Background: an optimization exercise with open tools, aiming at small area and a short achievable clock period. Do not read the settings as production practice.
In this exercise RTL edits were held to simulation tests only and were not proved equivalent to the original.
Power figures rest on the tool's default switching activity, not on a simulated workload.

## FIR_Top
module FIR_Top(input clk, input [7:0] Xin, H0, H1, H2, output reg [15:0] Yout);
  reg [15:0] Q1;
  reg [15:0] Q2;
  wire a1 = ~(Xin[0] & H2[0]);
  wire a2 = ~(Xin[0] & H2[1]);
  wire a3 = ~(Xin[0] & H2[2]);
  wire a4 = ~(Xin[0] & H2[3]);
  wire a5 = ~(Xin[0] & H2[4]);
  wire a6 = ~(Xin[0] & H2[5]);
  wire a7 = ~(Xin[0] & H2[6]);
  wire a8 = ~(Xin[0] & H2[7]);
  wire a9 = ~(Xin[1] & H2[0]);
  wire a10 = ~(Xin[1] & H2[1]);
  wire a11 = ~(Xin[1] & H2[2]);
  wire a12 = ~(Xin[1] & H2[3]);
  wire a13 = ~(Xin[1] & H2[4]);
  wire a14 = ~(Xin[1] & H2[5]);
  wire a15 = ~(Xin[1] & H2[6]);
  wire a16 = ~(Xin[1] & H2[7]);
  wire a17 = ~(Xin[2] & H2[0]);
  wire a18 = ~(Xin[2] & H2[1]);
  wire a19 = ~(Xin[2] & H2[2]);
  wire a20 = ~(Xin[2] & H2[3]);
  wire a21 = ~(Xin[2] & H2[4]);
  wire a22 = ~(Xin[2] & H2[5]);
  wire a23 = ~(Xin[2] & H2[6]);
  wire a24 = ~(Xin[2] & H2[7]);
  wire a25 = ~(Xin[3] & H2[0]);
  wire a26 = ~(Xin[3] & H2[1]);
  wire a27 = ~(Xin[3] & H2[2]);
  wire a28 = ~(Xin[3] & H2[3]);
  wire a29 = ~(Xin[3] & H2[4]);
  wire a30 = ~(Xin[3] & H2[5]);
  wire a31 = ~(Xin[3] & H2[6]);
  wire a32 = ~(Xin[3] & H2[7]);
  wire a33 = ~(Xin[4] & H2[0]);
  wire a34 = ~(Xin[4] & H2[1]);
  wire a35 = ~(Xin[4] & H2[2]);
  wire a36 = ~(Xin[4] & H2[3]);
  wire a37 = ~(Xin[4] & H2[4]);
  wire a38 = ~(Xin[4] & H2[5]);
  wire a39 = ~(Xin[4] & H2[6]);
  wire a40 = ~(Xin[4] & H2[7]);
  wire a41 = ~(Xin[5] & H2[0]);
  wire a42 = ~(Xin[5] & H2[1]);
  wire a43 = ~(Xin[5] & H2[2]);
  wire a44 = ~(Xin[5] & H2[3]);
  wire a45 = ~(Xin[5] & H2[4]);
  wire a46 = ~(Xin[5] & H2[5]);
  wire a47 = ~(Xin[5] & H2[6]);
  wire a48 = ~(Xin[5] & H2[7]);
  wire a49 = ~(Xin[6] & H2[0]);
  wire a50 = ~(Xin[6] & H2[1]);
  wire a51 = ~(Xin[6] & H2[2]);
  wire a52 = ~(Xin[6] & H2[3]);
  wire a53 = ~(Xin[6] & H2[4]);
  wire a54 = ~(Xin[6] & H2[5]);
  wire a55 = ~(Xin[6] & H2[6]);
  wire a56 = ~(Xin[6] & H2[7]);
  wire a57 = ~(Xin[7] & H2[0]);
  wire a58 = ~(Xin[7] & H2[1]);
  wire a59 = ~(Xin[7] & H2[2]);
  wire a60 = ~(Xin[7] & H2[3]);
  wire a61 = ~(Xin[7] & H2[4]);
  wire a62 = ~(Xin[7] & H2[5]);
  wire a63 = ~(Xin[7] & H2[6]);
  wire a64 = ~(Xin[7] & H2[7]);
  wire s65;
  fir_xnor2 u65 (.a(a7), .b(a14), .y(s65));
  wire c66;
  fir_or2 u66 (.a(a7), .b(a14), .y(c66));
  wire s67, c67;
  ...
Size: roughly 48 flip-flops, ~6500 um2 of cells after synthesis.
export LEC_CHECK = 0
export CAP_MARGIN = 20
export CORE_MARGIN = 2
export CORE_UTILIZATION = 60
export SETUP_SLACK_MARGIN = 4.8
export SLEW_MARGIN = 20
export SYNTH_HIERARCHICAL = 1
export SYNTH_MINIMUM_KEEP_SIZE = 0
export TNS_END_PERCENT = 0
create_clock -name core_clock -period 9.5 [get_ports {clk}]
standard.sh (not shown) runs the stock make flow with config.mk's settings and CLKGATE_MAP_FILE= SYNTH_SCRIPT=/design/flow/synth_recipe.tcl, a recipe that flattens the netlist after the stock synthesis.
==> flow/flow/run.sh <==
#!/bin/bash
# Own flow: the standard layout (standard.sh, unchanged synthesis and steps),
# with the port buffers that global placement inserts made as the smallest
# plain buffer instead of the default; repair then upsizes them where timing needs it.
set -euo pipefail
export BUFFER_PORTS_ARGS="-buffer_cell sky130_fd_sc_hd__buf_1"
bash standard.sh > standard_make.log 2>&1
Change:
Settings changed: CORE_UTILIZATION 60 to 75, SETUP_SLACK_MARGIN 4.8 to 4.2.
Result:
- cell area shrinks by 15%
- setup slack degrades by 0.17 ns
- synthesized cell count is unchanged
- flip-flop and latch count is unchanged
- routed wire length goes down by 16%

run a:
Starting RTL as in the previous note.
make LEC_CHECK=0 CAP_MARGIN=20 CORE_MARGIN=2 CORE_UTILIZATION=40 SETUP_SLACK_MARGIN=3.5 SLEW_MARGIN=20 SYNTH_HIERARCHICAL=1 SYNTH_MINIMUM_KEEP_SIZE=0 finish   # period 9.5 ns
run.sh (not shown) runs the stock make flow with config.mk's settings and CLKGATE_MAP_FILE= SYNTH_SCRIPT=/design/flow/synth_recipe.tcl, a recipe that flattens the netlist after the stock synthesis.
Stock flow here: none of the scripts above is used.
Run a finished end to end and its layout was clean on timing, DRC and antenna.
Relative to run a, the following input files were edited for run b:
- SETUP_SLACK_MARGIN changed from 3.5 to 5
==> notes.md <==
- | core utilization | higher: run b |
- Side by side, fraction of layout instances using a drive strength above 1 turned out higher in run b than in run a.
- Taking run a as the reference point, the clock-buffer cell count of run b falls by 2.
- Of the two values seen for cell at the slowest stage of the critical path, sky130_fd_sc_hd__fa_1 was produced by run b and sky130_fd_sc_hd__clkdlybuf4s50_1 by run a.
- Diff run b..run a | synthesized cell count | unchanged

Starting RTL as in the previous note.
export LEC_CHECK = 0
export CAP_MARGIN = 20
export CORE_MARGIN = 2
export CORE_UTILIZATION = 60
export SETUP_SLACK_MARGIN = 4.2
export SLEW_MARGIN = 20
export SYNTH_HIERARCHICAL = 1
export SYNTH_MINIMUM_KEEP_SIZE = 0
export TNS_END_PERCENT = 0
create_clock -name core_clock -period 9.5 [get_ports {clk}]
standard.sh (not shown) runs the stock make flow with config.mk's settings and CLKGATE_MAP_FILE= SYNTH_SCRIPT=/design/flow/synth_recipe.tcl, a recipe that flattens the netlist after the stock synthesis.
Scripts as last shown in full above: flow/flow/run.sh
Then changed:
==> flow/run.sh (new file) <==
#!/bin/bash
# synth_recipe.tcl (not shown) runs the flow's synth.tcl, then flattens the netlist and writes it again
# the make line also repeats each setting of config.mk as NAME=value (left out here)
make -C /OpenROAD-flow-scripts/flow DESIGN_CONFIG=/design/flow/config.mk WORK_HOME=/design/flow/orfs CLKGATE_MAP_FILE= SYNTH_SCRIPT=/design/flow/synth_recipe.tcl finish
removed: flow/flow/run.sh
removed: flow/standard.sh
After rerunning: The new run finished clean. Wire length went down by 0.84%. Maximum frequency went down by 0.37%. Final cell count does not change. Power went up by 3.6%. Global-route usage stays flat.
Then changed:
--- a/flow/config.mk
+++ b/flow/config.mk
@@ -9,4 +9,4 @@
 export CORE_MARGIN = 2
-export CORE_UTILIZATION = 60
-export SETUP_SLACK_MARGIN = 4.2
+export CORE_UTILIZATION = 40
+export SETUP_SLACK_MARGIN = 5
 export SLEW_MARGIN = 20
After rerunning: Final area increases by 12%. Worst setup slack improved by 0.20 ns. Combinational power increases by 19%. Sequential power is about the same. Utilization decreases by 18 points. Clock power increases by 13%. Total power increases by 16%. Wire length increases by 13%. Clock skew hardly moves.
Then changed:
==> flow/flow/run.sh (new file) <==
#!/bin/bash
# Own flow: the standard layout (standard.sh, unchanged synthesis and steps),
# with the port buffers that global placement inserts made as the smallest
# plain buffer instead of the default; repair then upsizes them where timing needs it.
set -euo pipefail
export BUFFER_PORTS_ARGS="-buffer_cell sky130_fd_sc_hd__buf_1"
bash standard.sh > standard_make.log 2>&1
==> flow/standard.sh (new file) <==
#!/bin/bash
# synth_recipe.tcl (not shown) runs the flow's synth.tcl, then flattens the netlist and writes it again
# the make line also repeats each setting of config.mk as NAME=value (left out here)
make -C /OpenROAD-flow-scripts/flow DESIGN_CONFIG=/design/flow/config.mk WORK_HOME=/design/flow/orfs CLKGATE_MAP_FILE= SYNTH_SCRIPT=/design/flow/synth_recipe.tcl "${@:-finish}"
--- a/flow/config.mk
+++ b/flow/config.mk
@@ -7,6 +7,7 @@
 export LEC_CHECK = 0
+export ABC_CLOCK_PERIOD_IN_PS = 3000
 export CAP_MARGIN = 20
 export CORE_MARGIN = 2
-export CORE_UTILIZATION = 40
-export SETUP_SLACK_MARGIN = 5
+export CORE_UTILIZATION = 60
+export SETUP_SLACK_MARGIN = 4.2
 export SLEW_MARGIN = 20
removed: flow/run.sh
- setup slack gets worse by 0.18 ns
- global-route usage rose by 7.4 points
- clock skew hardly moves
- flip-flop and latch count stays the same
- design area fell by 14%
- count of clock-buffer cells in the layout stays the same

v29:
FIR_Top again, from the RTL that the note above started with.
==> flow/config.mk <==
export PLATFORM = sky130hd
export DESIGN_NAME = FIR_Top
export DESIGN_NICKNAME = FIR_Top
export VERILOG_FILES = /design/flow/design.v
export SDC_FILE = /design/flow/constraint.sdc
export NUM_CORES = 4
export LEC_CHECK = 0
export CAP_MARGIN = 20
export CORE_MARGIN = 2
export CORE_UTILIZATION = 60
export SETUP_SLACK_MARGIN = 4.0
export SLEW_MARGIN = 20
export SYNTH_HIERARCHICAL = 1
export SYNTH_MINIMUM_KEEP_SIZE = 0
export TNS_END_PERCENT = 0
==> flow/constraint.sdc <==
create_clock -name core_clock -period 9.5 [get_ports {clk}]
set_input_delay 1.9000 -clock core_clock [delete_from_list [all_inputs] [get_ports {clk}]]
set_output_delay 1.9000 -clock core_clock [all_outputs]
set_load 0.01 [all_outputs]
==> flow/flow/run.sh <==
#!/bin/bash
# Own flow: the standard layout (standard.sh, unchanged synthesis and steps),
# with the port buffers that global placement inserts made as the smallest
# plain buffer instead of the default; repair then upsizes them where timing needs it.
set -euo pipefail
export BUFFER_PORTS_ARGS="-buffer_cell sky130_fd_sc_hd__buf_1"
bash standard.sh > standard_make.log 2>&1
Here is what was changed in the inputs of v57 compared with v29.
# v29
export LEC_CHECK = 0
export CAP_MARGIN = 20
export CORE_MARGIN = 2
export CORE_UTILIZATION = 60
export SETUP_SLACK_MARGIN = 4.0
export SLEW_MARGIN = 20
export SYNTH_HIERARCHICAL = 1
export SYNTH_MINIMUM_KEEP_SIZE = 0
export TNS_END_PERCENT = 0
create_clock -name core_clock -period 9.5 [get_ports {clk}]
# v57
export LEC_CHECK = 0
export CAP_MARGIN = 20
export CORE_MARGIN = 2
export CORE_UTILIZATION = 60
export SETUP_SLACK_MARGIN = 4.5
export SLEW_MARGIN = 20
export SYNTH_HIERARCHICAL = 1
export SYNTH_MINIMUM_KEEP_SIZE = 0
export TNS_END_PERCENT = 0
create_clock -name core_clock -period 9.5 [get_ports {clk}]
Results
- Comparing v57 against v29, there is no change at all in number of H-tree branching levels.
- The lower combinational share of power came out of v29.
- Of v29 and v57, the run reporting the higher post-route fraction of the period consumed by the critical path was v29.
- Reported for v29 and v57, average instance area after synthesis turned out identical to the last digit.
- Note that the total chip power recorded for v57 amounts to 1.15 times the value seen in v29.
- Compared with v29, in v57 instance area after placement shows an increase of 1.9%, post-synthesis instance total shows no meaningful change, detailed-routed wire length on met3 shows an increase of about 7%.
For v17, these inputs were changed with respect to v57:
# v57
export LEC_CHECK = 0
export CAP_MARGIN = 20
export CORE_MARGIN = 2
export CORE_UTILIZATION = 60
export SETUP_SLACK_MARGIN = 4.5
export SLEW_MARGIN = 20
export SYNTH_HIERARCHICAL = 1
export SYNTH_MINIMUM_KEEP_SIZE = 0
export TNS_END_PERCENT = 0
create_clock -name core_clock -period 9.5 [get_ports {clk}]
# v17
export LEC_CHECK = 0
export CAP_MARGIN = 20
export CORE_MARGIN = 2
export CORE_UTILIZATION = 60
export SETUP_SLACK_MARGIN = 4.2
export SLEW_MARGIN = 20
export SYNTH_HIERARCHICAL = 1
export SYNTH_MINIMUM_KEEP_SIZE = 0
export TNS_END_PERCENT = 0
create_clock -name core_clock -period 9.5 [get_ports {clk}]
==> flow/flow/run.sh <==
#!/bin/bash
# Own flow: the standard layout (standard.sh: unchanged synthesis and steps) with
#  - the port buffers that global placement inserts made as the smallest plain buffer
#    (repair upsizes them where timing needs it), and
#  - ORFS's power-recovery pass after global routing (RECOVER_POWER), which downsizes
#    gates on paths that keep positive slack.
set -euo pipefail
export BUFFER_PORTS_ARGS="-buffer_cell sky130_fd_sc_hd__buf_1"
export RECOVER_POWER=100
bash standard.sh > standard_make.log 2>&1
Findings:
Sequential share of layout area: v17 and v57 compared, higher one is v17. Fraction of standard cell area in multi-input logic for v17: 2.3 points up relative to v57. v17 vs v57 — final critical-path required period rose 930 ps. On total power of the final layout, v17 does better than v57.

==> separate check: timing with driven ports <==
The results above use ideal ports. As a check the final layouts listed here were re-extracted and re-timed, cells and wires unchanged.
Step 1 sets driving cells, clkbuf_16 on the clock port and buf_2 on the other inputs (assumed; they add their load-dependent delay and slew).
Step 2, shift: input delay + t, output delay - t, t = (earliest + latest rising clock arrival at the registers) / 2. This alone moves slack from input paths to output paths.
Slacks: ideal ports / drivers / drivers and shift; pairs: ideal ports / drivers.
run	t, ns	setup slack, ns	worst setup path after step 2	cell pins on the clock port's net
the first run of note 1	0.353	4.471 / 4.458 / 4.105	input to register	1
the second run of note 1	0.340	4.300 / 4.307 / 3.967	input to register	1
run a	0.326	3.795 / 3.810 / 3.484	input to register	1
run b	0.327	4.544 / 4.492 / 4.165	input to register	1
the first run of note 3	0.346	4.351 / 4.363 / 4.017	input to register	1
the second run of note 3	0.341	4.332 / 4.341 / 4.001	input to register	1
the third run of note 3	0.330	4.530 / 4.465 / 4.135	input to register	1
the fourth run of note 3	0.346	4.351 / 4.363 / 4.017	input to register	1
v29	0.349	4.192 / 4.201 / 3.852	input to register	1
v57	0.348	4.457 / 4.461 / 4.113	input to register	1
v17	0.350	3.524 / 3.530 / 3.180	input to register	1
After both steps setup and hold are still met in every run listed. For the third run of note 3, which loses most, drivers alone change the setup slack by -0.065 ns; drivers and shift together by -0.395 ns.
